From an optimization exercise on the open Yosys and OpenROAD flow, aimed at small area; shortcuts taken in it are not production practice.
Function was checked by simulation only, so behaviour that the tests miss may differ from the original.

==> build 6 <==
Design eriscv, start of the top module:
module eriscv(
	input  wire        clk,
	input  wire        rst,
	input  wire [31:0] rom_data_i,
	output wire [31:0] rom_addr_o,
	output wire        rom_ce_o,
	input  wire [31:0] ram_data_i,
	output wire [31:0] ram_addr_o,
	output wire [31:0] ram_data_o,
	output wire        ram_we_o,
	output wire [3:0]  ram_sel_o,
	output wire [3:0]  ram_ce_o
);
Settings: LEC_CHECK=0, CAP_MARGIN=10, CORE_MARGIN=2, CORE_UTILIZATION=55, CTS_CLUSTER_DIAMETER=100, CTS_CLUSTER_SIZE=25, SLEW_MARGIN=10, SYNTH_HIERARCHICAL=1, SYNTH_MINIMUM_KEEP_SIZE=0; clock period 10.0 ns.
run.sh (not shown) runs the stock make flow with config.mk's settings and CLKGATE_MAP_FILE= SYNTH_SCRIPT=/design/flow/synth_recipe.tcl, a recipe that flattens the netlist after the stock synthesis.
==> inputs of build 65, as changes to build 6 <==
--- a/flow/design.v
+++ b/flow/design.v
@@ -80,22 +80,31 @@
 	wire rf_2   = ~ex_m2 & ~me_m2;
 	wire [32:0] s1, s2;
 	assign s1[0]  = ex_m1 & ~e_ld;
 	assign s2[0]  = ex_m2 & ~e_ld;
 	assign s1[32] = ~ex_m1 & me_m1;
 	assign s2[32] = ~ex_m2 & me_m2;
 	reg  [991:0] rfq;            
 	wire         wen = m_we & ~rst;
+	wire [3:0] l1 = 4'b0001 << rs1[1:0];
+	wire [3:0] l2 = 4'b0001 << rs2[1:0];
+	wire [3:0] wl = 4'b0001 << m_rd[1:0];
+	wire [7:0] h1 = {8{rf_1}} & (8'b00000001 << rs1[4:2]);
+	wire [7:0] h2 = {8{rf_2}} & (8'b00000001 << rs2[4:2]);
+	wire [7:0] hw = {8{wen}}  & (8'b00000001 << m_rd[4:2]);
+	wire [3:0] l1n = ~l1, l2n = ~l2, wln = ~wl;
+	wire [7:0] h1n = ~h1, h2n = ~h2, hwn = ~hw;
 	generate
 		for (gi = 1; gi < 32; gi = gi + 1) begin : g_rf
-			assign s1[gi] = rf_1 & (rs1 == gi);
-			assign s2[gi] = rf_2 & (rs2 == gi);
-			wire we_r  = wen & (m_rd == gi);
-			wire we_rn = ~we_r;
+			wire we_r, we_rn;
+			nor2  u_s1(.a(l1n[gi % 4]), .b(h1n[gi / 4]), .y(s1[gi]));
+			nor2  u_s2(.a(l2n[gi % 4]), .b(h2n[gi / 4]), .y(s2[gi]));
+			nor2  u_w(.a(wln[gi % 4]), .b(hwn[gi / 4]), .y(we_r));
+			nand2 u_wn(.a(wl[gi % 4]), .b(hw[gi / 4]), .y(we_rn));
 			wire [31:0] nx;
 			for (gb = 0; gb < 32; gb = gb + 1) begin : g_b
 				ao22 u_h(.a1(rfq[32*(gi-1)+gb]), .a2(we_rn), .b1(we_r), .b2(m_val[gb]), .x(nx[gb]));
 			end
 			always @(posedge clk) rfq[32*(gi-1) +: 32] <= nx;
 		end
 	endgenerate
 	wire [31:0] r1, r2;
==> flow/flow/run.sh (new file) <==
#!/bin/bash
# The standard layout, with the port buffers made from the smallest buffer cell
# (sky130_fd_sc_hd__buf_1) instead of the one buffer_ports picks by default.
set -euo pipefail
bash standard.sh "BUFFER_PORTS_ARGS=-buffer_cell sky130_fd_sc_hd__buf_1" finish > orfs_make.log 2>&1
==> flow/standard.sh (new file) <==
#!/bin/bash
# synth_recipe.tcl (not shown) runs the flow's synth.tcl, then flattens the netlist and writes it again
# the make line also repeats each setting of config.mk as NAME=value (left out here)
make -C /OpenROAD-flow-scripts/flow DESIGN_CONFIG=/design/flow/config.mk WORK_HOME=/design/flow/orfs CLKGATE_MAP_FILE= SYNTH_SCRIPT=/design/flow/synth_recipe.tcl "${@:-finish}"
==> flow/config.mk (replaced) <==
export PLATFORM = sky130hd
export DESIGN_NAME = eriscv
export DESIGN_NICKNAME = eriscv
export VERILOG_FILES = /design/flow/design.v
export SDC_FILE = /design/flow/constraint.sdc
export NUM_CORES = 4
export LEC_CHECK = 0
export CAP_MARGIN = 10
export CORE_MARGIN = 2
export CORE_UTILIZATION = 65
export CTS_CLUSTER_DIAMETER = 100
export CTS_CLUSTER_SIZE = 25
export SLEW_MARGIN = 10
export SYNTH_HIERARCHICAL = 1
export SYNTH_MINIMUM_KEEP_SIZE = 0
removed: flow/run.sh
==> inputs of build 88, as changes to build 6 <==
==> flow/flow/run.sh (new file) <==
#!/bin/bash
# The standard layout, with the port buffers made from the smallest buffer cell
# (sky130_fd_sc_hd__buf_1) instead of the one buffer_ports picks by default.
set -euo pipefail
bash standard.sh "BUFFER_PORTS_ARGS=-buffer_cell sky130_fd_sc_hd__buf_1" finish > orfs_make.log 2>&1
==> flow/standard.sh (new file) <==
#!/bin/bash
# synth_recipe.tcl (not shown) runs the flow's synth.tcl, then flattens the netlist and writes it again
# the make line also repeats each setting of config.mk as NAME=value (left out here)
make -C /OpenROAD-flow-scripts/flow DESIGN_CONFIG=/design/flow/config.mk WORK_HOME=/design/flow/orfs CLKGATE_MAP_FILE= SYNTH_SCRIPT=/design/flow/synth_recipe.tcl "${@:-finish}"
removed: flow/run.sh
==> qor summary <==
metric                                                     build 65                   build 6      build 88
Post-Route Utilization                                        70.8%                     61.6%         60.5%
Area occupied by multi-input gates                     0.0279 sq mm              0.0281 sq mm  0.0281 sq mm
Inverter count                                                   99                       108           108
Final Non-Filler Cells                                         6179                      6407          6400
Global placement routability congestion                        1.05                     0.998          1.01
Post-route cell area                                   0.0578 sq mm              0.0596 sq mm  0.0585 sq mm
Result of the run                          timing/DRC/antenna clean  finished with violations  timing/DRC/antenna clean
Layout check failures                                             -         capacitance limit             -
Number of placement rows                                        105                       114           114
Placed cell areas                                      0.0563 sq mm              0.0580 sq mm  0.0569 sq mm
Combined global-route utilization of all metal layers         55.6%                     48.8%         48.2%
Final Net Count                                                5276                      5302          5298
Worst slack at placement                                    1410 ps                   1430 ps       1190 ps
Wire length of the first global-routing pass              350000 um                 358000 um     353000 um
Layout cells sized above 1                                    9.09%                     9.05%         9.03%

[static timing again, ports no longer ideal]
No port has a modelled driver above. Below, the same layouts with a new extraction and two added sets of constraints. Step 1: set_driving_cell puts a clkbuf_16 on clk and a buf_2 on each other input, an assumption about the parent block. Step 2 moves the port delays by t, midway between the first and last clock arrival at a register: inputs arrive t later, outputs are due t later. That takes back most of the time a late clock gives input paths. Three values: ideal, step 1, step 2; two values: the first two.
| run | shift t [ns] | setup WS [ns] | latest minus earliest clock arrival (ns) |
|---|---|---|---|
| build 6 | 0.802 | 1.156 / 1.156 / 1.156 | 0.046 / 0.046 |
| build 65 | 0.794 | 1.159 / 1.159 / 1.159 | 0.054 / 0.053 |
| build 88 | 0.798 | 0.866 / 0.866 / 0.866 | 0.053 / 0.053 |
